This design comes from an exercise in tuning for small area on the open sky130 flow, not from production work. Where RTL was checked, it was by simulation tests only, not by an equivalence proof against the original. The flow treats the clock pin as an ideal source. Dropping or thinning the clock tree relies on that and would not hold on a real chip. Power figures rest on the tool's default switching activity, not on a simulated workload.

== oak ==
## TopEntity
module TopEntity
(
	input clk100khz,
	input rst,
	input mode_set_o,
	input inc_o,
	input dec_o,
	output wire [5: 0] scan,
	output wire [7: 0] dout
);
For scale: roughly 300 cells after synthesis.
export LEC_CHECK = 0
export CAP_MARGIN = 20
export CORE_MARGIN = 2
export CORE_UTILIZATION = 80
export GPL_TIMING_DRIVEN = 0
export PLACE_DENSITY = 0.92
export SLEW_MARGIN = 20
create_clock -name core_clock -period 10.0 [get_ports {clk100khz}]
standard.sh (not shown) runs the stock make flow with config.mk's settings and CLKGATE_MAP_FILE= SYNTH_SCRIPT=/design/flow/synth_recipe.tcl, a recipe that flattens the netlist after the stock synthesis.
==> flow/flow/run.sh <==
#!/bin/bash
# Own layout flow: the standard flow with these changes, made through
# ORFS's own variables and hooks:
#  - synthesis is the standard flow's synthesis script with an area-oriented ABC script
#    (flow/area.abc) and without Yosys's adder extraction (ADDER_MAP_FILE
#    empty), so ABC maps all the logic itself;
#  - input/output ports are buffered with sky130_fd_sc_hd__buf_1;
#  - the clock tree is built by flow/manual_cts.tcl (a few clock buffers,
#    each driving one cluster of flip-flops and sized for its load; the
#    cluster count with the least buffer area is kept) instead of TritonCTS.
# The tools' own logs are in orfs/logs/; make's output is in synth.log and
# standard.log here.
set -euo pipefail
here=$(pwd)
export FLOW_WORK="$here"
export MY_ABC_SCRIPT="$here/flow/area.abc"
export BUFFER_PORTS_ARGS="-buffer_cell sky130_fd_sc_hd__buf_1"
export PRE_CTS_TCL="$here/flow/manual_cts.tcl"
export MCTS_K=${MCTS_K:-"2 3 4"}
# each clock buffer is then downsized to the smallest of these that keeps its
# flip-flops' estimated clock slew within MCTS_SLEW ns
export MCTS_SIZES="sky130_fd_sc_hd__buf_4 sky130_fd_sc_hd__buf_6 sky130_fd_sc_hd__buf_8 sky130_fd_sc_hd__buf_12 sky130_fd_sc_hd__buf_16"
export MCTS_SLEW=0.100

# synthesis (same make call as standard.sh, with the synthesis script and
# adder mapping changed)
make -C "$FLOW_HOME" DESIGN_CONFIG="$here/config.mk" WORK_HOME="$here/orfs" \
  CLKGATE_MAP_FILE= ADDER_MAP_FILE= SYNTH_SCRIPT="$here/flow/synth_wrap.tcl" \
  synth > synth.log 2>&1
grep -q "area.abc" abc_script_used.txt

# the rest of the standard flow, from the synthesised netlist
bash standard.sh > standard.log 2>&1
==> flow/flow/area.abc <==
strash
balance
rewrite
refactor
balance
rewrite
rewrite -z
balance
refactor -z
rewrite -z
balance
balance
rewrite
refactor
balance
rewrite
rewrite -z
balance
refactor -z
rewrite -z
balance
&get -n
&deepsyn -J 500 -S 4 -T 300
&put
&get -n
&dch -f
&nf -p -R 1000 -F 8 -A 4
&put
strash
&get -n
&deepsyn -J 500 -S 4 -T 300
&put
&get -n
&dch -f
&nf -p -R 1000 -F 8 -A 4
&put
topo
dnsize
Other scripts of this flow, unchanged in this note and not shown: flow/flow/manual_cts.tcl, flow/flow/synth_wrap.tcl
oak finished every stage and its layout cleared the timing, DRC and antenna checks.
What pine does differently from oak at the input level:
Settings: swapping 20 for 0 in SLEW_MARGIN; swapping 20 for 0 in CAP_MARGIN.
diff --git a/flow/flow/area.abc b/flow/flow/area.abc
--- a/flow/flow/area.abc
+++ b/flow/flow/area.abc
@@ -29,8 +28,0 @@
-strash
-&get -n
-&deepsyn -J 500 -S 4 -T 300
-&put
-&get -n
-&dch -f
-&nf -p -R 1000 -F 8 -A 4
-&put
==> comparison <==
pine vs. oak: total power rose about 0.7%; combinational power rose about 5%.
Looking at oak and pine, the setup slack at placement is a wash.
Share of post-route cells with drive strength above 1, oak and pine: higher on oak
On critical path data arrival time, oak and pine are neck and neck.
Going from oak to pine, clock power grew slightly.
Compared with oak, post-route cell area in pine decreased slightly.
Between pine and oak, it is pine whose global-route usage is higher, by 0.77 points.
STATUS setup slack: pine loses against oak
Modified inputs, birch compared to pine
Settings: SLEW_MARGIN changed from 0 to 10; CAP_MARGIN changed from 0 to 10.
Notes after the runs:
- Between birch and pine, the post-synthesis average cell area does not differ in any meaningful way.
- As far as fraction of standard cell area that is sequential goes, pine and birch are indistinguishable; the numbers are identical.
- Re final wirelength: no difference whatsoever between pine and birch.
- Post-route core utilization: birch vs pine identical
- Between pine and birch, the setup TNS does not differ in any meaningful way.
- Diff birch..pine | placement row count | unchanged
- The number of design rule violations left after detail routing of pine and that of birch are within noise of each other.
- pine and birch ended up with nearly the same final non-filler cell area.
- Diff pine..birch | cell total after placement | unchanged
- On area after synthesis, pine tracks birch almost exactly.
- Diff pine..birch | total power | unchanged
--- input diff birch..maple ---
Settings: CAP_MARGIN now 20, was 10; SLEW_MARGIN now 20, was 10; GPL_TIMING_DRIVEN no longer set, was 0.
diff --git a/flow/flow/area.abc b/flow/flow/area.abc
--- a/flow/flow/area.abc
+++ b/flow/flow/area.abc
@@ -28,0 +29,8 @@
+strash
+&get -n
+&deepsyn -J 500 -S 4 -T 300
+&put
+&get -n
+&dch -f
+&nf -p -R 1000 -F 8 -A 4
+&put
## What came out
After detailed routing, birch needs less wire than maple.
In the final design statistics, maple uses more standard cells in total than birch.
The critical path depth reported for maple is smaller than that of birch by 1.
birch → maple: number of global-route vias before repair now larger; design area saw an increase.
Diff maple..birch | area growth from synthesis to layout | negligible
Summary of maple over birch: worst-case reg-to-reg path depth decreased by 1 relative to the old numbers; sequential element share of the synthesized area now sits lower; first-pass GRT wire length up 550 um.
Across birch and maple, the outcome is the same: a clean finish for every run.
In every run of this note, the design's own scripts or RTL, not TritonCTS, make the clock network.

* * *

TopEntity, a different RTL version from the one above (not shown whole).
Size in the first run: about 290 cells after synthesis, ~19 I/O pins, about 2500 sq um of cells after synthesis.
clock: 10.0 ns
lec_check: 0
cap_margin: 20
core_margin: 2
core_utilization: 65
place_density: 0.85
slew_margin: 20
==> flow/flow/run.sh <==
#!/bin/bash
# Own layout flow: the standard flow with these changes, made through
# ORFS's own variables and hooks:
#  - synthesis is the standard flow's synthesis script with an area-oriented ABC script
#    (flow/area.abc) and without Yosys's adder extraction (ADDER_MAP_FILE
#    empty), so ABC maps all the logic itself;
#  - input/output ports are buffered with sky130_fd_sc_hd__buf_1;
#  - the clock tree is built by flow/manual_cts.tcl (a few clock buffers,
#    each driving one cluster of flip-flops and sized for its load) instead
#    of TritonCTS.
# The tools' own logs are in orfs/logs/; make's output is in synth.log and
# standard.log here.
set -euo pipefail
here=$(pwd)
export FLOW_WORK="$here"
export MY_ABC_SCRIPT="$here/flow/area.abc"
export BUFFER_PORTS_ARGS="-buffer_cell sky130_fd_sc_hd__buf_1"
export PRE_CTS_TCL="$here/flow/manual_cts.tcl"
export MCTS_K=${MCTS_K:-3}
export MCTS_CELL=${MCTS_CELL:-sky130_fd_sc_hd__buf_16}
# each clock buffer is then downsized to the smallest of these that keeps its
# flip-flops' estimated clock slew within MCTS_SLEW ns
export MCTS_SIZES="sky130_fd_sc_hd__buf_4 sky130_fd_sc_hd__buf_6 sky130_fd_sc_hd__buf_8 sky130_fd_sc_hd__buf_12 sky130_fd_sc_hd__buf_16"
export MCTS_SLEW=0.100

# synthesis (same make call as standard.sh, with the synthesis script and
# adder mapping changed)
make -C "$FLOW_HOME" DESIGN_CONFIG="$here/config.mk" WORK_HOME="$here/orfs" \
  CLKGATE_MAP_FILE= ADDER_MAP_FILE= SYNTH_SCRIPT="$here/flow/synth_wrap.tcl" \
  synth > synth.log 2>&1
grep -q "area.abc" abc_script_used.txt

# the rest of the standard flow, from the synthesised netlist
bash standard.sh > standard.log 2>&1
Other scripts of this flow, unchanged in this note and not shown: flow/flow/area.abc, flow/flow/manual_cts.tcl, flow/flow/synth_wrap.tcl
Rerun with:
- CORE_UTILIZATION: 65 -> 40
- PLACE_DENSITY: 0.85 -> not set
Result: The changed run produced a clean layout; flip-flop and latch count stays the same; maximum frequency climbs by 1.7%; final area increases by 1.6%; via count shrinks by 4.0%; wire length barely changes; combinational power is about the same.
Rerun with:
- CORE_UTILIZATION: 40 -> 80
- PLACE_DENSITY: not set -> 0.92
The changed run completed without violations.
Critical path depth does not change.
Worst setup slack is worse by 83 ps.
Sequential share of layout area is higher by 0.90 points.
First-iteration DRC count goes up to 2.9 times its value.
Global-route usage is higher by 23 points.
Wire length climbs by 17%.
No run of this note takes its clock network from TritonCTS; it comes from the design's own scripts or RTL.

* * *

TopEntity, a different RTL version from the one above (not shown whole).
For scale: ~360 cells after synthesis, roughly 66 flip-flops, ~3200 sq um of cells after synthesis.
Settings: LEC_CHECK=0, CAP_MARGIN=20, CORE_MARGIN=2, CORE_UTILIZATION=40, SLEW_MARGIN=20; clock period 10.0 ns.
run.sh (not shown) runs the stock make flow with config.mk's settings and CLKGATE_MAP_FILE= SYNTH_SCRIPT=/design/flow/synth_recipe.tcl, a recipe that flattens the netlist after the stock synthesis.
Stock flow here: none of the scripts above is used.
The first run ran to the end with no violations.
==> next run, changes <==
Settings changed: CTS_CLUSTER_DIAMETER set to 300, CTS_CLUSTER_SIZE set to 40.
What happened:
- cell count stays the same
- final area stays the same
- sequential share of layout area does not change
- count of clock-buffer cells in the layout is unchanged
- global-route usage stays the same
- die area does not change
- non-clock buffer count does not change
- wire length does not change
- power is unchanged

* * *

Another version of the RTL of TopEntity (not shown whole).
Size in the first run: ~66 flip-flops, roughly 19 I/O pins.
Settings: LEC_CHECK=0, ABC_AREA=1, CAP_MARGIN=20, CORE_MARGIN=2, CORE_UTILIZATION=40, SLEW_MARGIN=20; clock period 10.0 ns.
Then changed:
--- a/flow/config.mk
+++ b/flow/config.mk
@@ -7,3 +7,2 @@
 export LEC_CHECK = 0
-export ABC_AREA = 1
 export CAP_MARGIN = 20
Result: Wire length is higher by 1.9%. Power is lower by 6.0%. Non-clock buffer count is higher by 2. Via count is lower by 6.7%. Sequential cell count stays the same. Die area is lower by 2.5%. Worst hold slack improved by 16 ps. Synthesized cell count is lower by 22%.
No functional check of the RTL was part of any run of this note.

* * *

RTL: one of the versions met above, not the one the previous note started from.
For scale: about 300 cells after synthesis.
export LEC_CHECK = 0
export CAP_MARGIN = 0
export CORE_MARGIN = 2
export CORE_UTILIZATION = 80
export PLACE_DENSITY = 0.92
export SLEW_MARGIN = 0
create_clock -name core_clock -period 10.0 [get_ports {clk100khz}]
standard.sh (not shown) runs the stock make flow with config.mk's settings and CLKGATE_MAP_FILE= SYNTH_SCRIPT=/design/flow/synth_recipe.tcl, a recipe that flattens the netlist after the stock synthesis.
==> flow/flow/run.sh <==
#!/bin/bash
# Own layout flow: the standard flow with these changes, made through
# ORFS's own variables and hooks:
#  - synthesis is the standard flow's synthesis script with an area-oriented ABC script
#    (flow/area.abc) and without Yosys's adder extraction (ADDER_MAP_FILE
#    empty), so ABC maps all the logic itself;
#  - input/output ports are buffered with sky130_fd_sc_hd__buf_1;
#  - the clock tree is built by flow/manual_cts.tcl (a few clock buffers,
#    each driving one cluster of flip-flops and sized for its load; the
#    cluster count with the least buffer area is kept) instead of TritonCTS.
# The tools' own logs are in orfs/logs/; make's output is in synth.log and
# standard.log here.
set -euo pipefail
here=$(pwd)
export FLOW_WORK="$here"
export MY_ABC_SCRIPT="$here/flow/area.abc"
export BUFFER_PORTS_ARGS="-buffer_cell sky130_fd_sc_hd__buf_1"
export PRE_CTS_TCL="$here/flow/manual_cts.tcl"
export MCTS_K=${MCTS_K:-"2 3 4"}
# each clock buffer is then downsized to the smallest of these that keeps its
# flip-flops' estimated clock slew within MCTS_SLEW ns
export MCTS_SIZES="sky130_fd_sc_hd__buf_4 sky130_fd_sc_hd__buf_6 sky130_fd_sc_hd__buf_8 sky130_fd_sc_hd__buf_12 sky130_fd_sc_hd__buf_16"
export MCTS_SLEW=0.100

# synthesis (same make call as standard.sh, with the synthesis script and
# adder mapping changed)
make -C "$FLOW_HOME" DESIGN_CONFIG="$here/config.mk" WORK_HOME="$here/orfs" \
  CLKGATE_MAP_FILE= ADDER_MAP_FILE= SYNTH_SCRIPT="$here/flow/synth_wrap.tcl" \
  synth > synth.log 2>&1
grep -q "area.abc" abc_script_used.txt

# the rest of the standard flow, from the synthesised netlist
bash standard.sh > standard.log 2>&1
==> flow/flow/area.abc <==
strash
balance
rewrite
refactor
balance
rewrite
rewrite -z
balance
refactor -z
rewrite -z
balance
balance
rewrite
refactor
balance
rewrite
rewrite -z
balance
refactor -z
rewrite -z
balance
&get -n
&deepsyn -J 500 -S 4 -T 300
&put
&get -n
&dch -f
&nf -p -R 1000 -F 8 -A 4
&put
strash
&get -n
&deepsyn -J 500 -S 4 -T 300
&put
&get -n
&dch -f
&nf -p -R 1000 -F 8 -A 4
&put
topo
dnsize
Other scripts of this flow, unchanged in this note and not shown: flow/flow/manual_cts.tcl, flow/flow/synth_wrap.tcl
The baseline passed the timing, DRC and antenna checks.
==> next run, changes <==
--- a/flow/flow/area.abc
+++ b/flow/flow/area.abc
@@ -29,8 +28,0 @@
-strash
-&get -n
-&deepsyn -J 500 -S 4 -T 300
-&put
-&get -n
-&dch -f
-&nf -p -R 1000 -F 8 -A 4
-&put
--- a/flow/config.mk
+++ b/flow/config.mk
@@ -8 +8 @@
-export CAP_MARGIN = 0
+export CAP_MARGIN = 20
@@ -10,0 +11 @@
+export GPL_TIMING_DRIVEN = 0
@@ -12 +13 @@
-export SLEW_MARGIN = 0
+export SLEW_MARGIN = 20
Via count went up by 2.9%.
Clock skew rises by 9.1 ps.
Flip-flop and latch count does not change.
Die area shrinks by 0.96%.
Global-route usage decreases by 0.38 points.
Routed wire length shrinks by 4.1%.
Power came out lower by 0.96%.
Core utilization went up by 0.45 points.
Area after synthesis fell by 1.0%.
Cell area is lower by 0.32%.
No run of this note takes its clock network from TritonCTS; it comes from the design's own scripts or RTL.

* * *

== v6 ==
RTL: one of the versions met above, not the one the previous note started from.
Size: ~360 cells after synthesis, roughly 19 I/O pins.
// TopEntity
module TopEntity
(
	input clk100khz,
	input rst,
	input mode_set_o,
	input inc_o,
	input dec_o,
	output wire [5: 0] scan,
	output wire [7: 0] dout
);
export LEC_CHECK = 0
export CAP_MARGIN = 20
export CORE_MARGIN = 2
export CORE_UTILIZATION = 40
export SLEW_MARGIN = 20
create_clock -name core_clock -period 10.0 [get_ports {clk100khz}]
==> flow/flow/run.sh <==
#!/bin/bash
# Own layout flow: the standard flow (standard.sh) with three changes,
# made through ORFS's own hooks and variables:
#  - input/output ports are buffered with sky130_fd_sc_hd__buf_1;
#  - the clock tree is built by flow/manual_cts.tcl (a few clock buffers,
#    each driving one cluster of flip-flops) instead of TritonCTS;
#  - after global routing, repair_timing -recover_power downsizes gates
#    that have slack.
# Each tool's output is in the ORFS logs under orfs/logs/; make's own output
# is in standard.log here.
set -euo pipefail
here=$(pwd)
export BUFFER_PORTS_ARGS="-buffer_cell sky130_fd_sc_hd__buf_1"
export PRE_CTS_TCL="$here/flow/manual_cts.tcl"
export MCTS_K=${MCTS_K:-3}
export MCTS_CELL=${MCTS_CELL:-sky130_fd_sc_hd__clkbuf_16}
export RECOVER_POWER=${RECOVER_POWER:-100}
bash standard.sh > standard.log 2>&1
Other scripts of this flow, unchanged in this note and not shown: flow/flow/manual_cts.tcl
The flow completed for v6, but it is not clean: the layout still shows capacitance limit, slew limit.
For v7, these inputs were changed with respect to v6:
--- a/flow/flow/run.sh
+++ b/flow/flow/run.sh
@@ -17 +17 @@
-export RECOVER_POWER=${RECOVER_POWER:-100}
+export RECOVER_POWER=${RECOVER_POWER:-0}
Findings:
v7 did not stop at any stage, and its layout met the timing, DRC and antenna checks.
No crash in v6: every stage finished, but the layout fails its final checks due to capacitance limit, slew limit.
v6 → v7: critical path arrival shows an increase of 0.07 ns, shortest clock period the worst path allows after layout went up, total grt overflow closely matched the old numbers.
v7 and v6 ended up with nearly the same register-to-register slack.
Comparing v6 against v7, there is no change at all in met3 track utilization from global routing.
Routed wire length on v7 is behind v6.
Between v6 and v7, sequential share of layout area decreased.
Looking at final worst slack across both flows, v7 is the weaker of the two, with v6 ahead.
Worst hold path cell count across v7 and v6: no real change.
Detail-routed via count per cell: v7 vs v6 down 0.030
No run of this note takes its clock network from TritonCTS; it comes from the design's own scripts or RTL.

-- what the ideal ports hide --
No port has a modelled driver above. Below, the same layouts with a new extraction and two added sets of constraints.
Step 1 sets driving cells, clkbuf_16 on the clock port and buf_2 on the other inputs (assumed; they add their load-dependent delay and slew).
Step 2 adds t to the input delays and takes it off the output delays; t is the mean of the earliest and latest rising clock arrival at the registers after step 1. Input paths then give back, and output paths get back, about the clock's delay inside the block.
a / b / c = no drivers / after step 1 / after step 2; a / b = the first two.
| run | shift t [ns] | setup slack, ns | worst hold slack (ns) | worst data-port slew with drivers (ns) | cell pins on the clock port's net |
|---|---|---|---|---|---|
| oak | 0.186 | 5.559 / 5.496 / 5.682 | 0.374 / 0.374 / 0.374 | 0.04 | 4 |
| pine | 0.196 | 5.548 / 5.488 / 5.684 | 0.377 / 0.377 / 0.377 | 0.03 | 3 |
| birch | 0.196 | 5.548 / 5.488 / 5.684 | 0.377 / 0.377 / 0.377 | 0.03 | 3 |
| maple | 0.187 | 5.647 / 5.586 / 5.773 | 0.385 / 0.385 / 0.385 | 0.04 | 4 |
| the first run of note 2 | 0.193 | 5.565 / 5.502 / 5.694 | 0.373 / 0.373 / 0.373 | 0.03 | 3 |
| the second run of note 2 | 0.192 | 5.637 / 5.568 / 5.760 | 0.376 / 0.376 / 0.376 | 0.03 | 3 |
| the third run of note 2 | 0.185 | 5.554 / 5.493 / 5.678 | 0.379 / 0.379 / 0.379 | 0.03 | 3 |
| the first run of note 3 | 0.362 | 4.677 / 4.648 / 5.010 | 0.430 / 0.430 / 0.430 | 0.03 | 1 |
| the second run of note 3 | 0.362 | 4.677 / 4.648 / 5.010 | 0.430 / 0.430 / 0.430 | 0.03 | 1 |
| the first run of note 4 | 0.366 | 5.052 / 5.020 / 5.386 | 0.414 / 0.414 / 0.414 | 0.03 | 1 |
| the second run of note 4 | 0.374 | 4.728 / 4.696 / 5.070 | 0.430 / 0.430 / 0.430 | 0.03 | 1 |
| the first run of note 5 | 0.187 | 5.647 / 5.586 / 5.773 | 0.385 / 0.385 / 0.385 | 0.04 | 4 |
| the second run of note 5 | 0.188 | 5.536 / 5.478 / 5.666 | 0.388 / 0.388 / 0.388 | 0.03 | 3 |
| v6 | 0.209 | 5.248 / 5.189 / 5.372 | 0.429 / 0.429 / 0.429 | 0.03 | 3 |
| v7 | 0.209 | 5.179 / 5.119 / 5.329 | 0.430 / 0.430 / 0.430 | 0.03 | 3 |
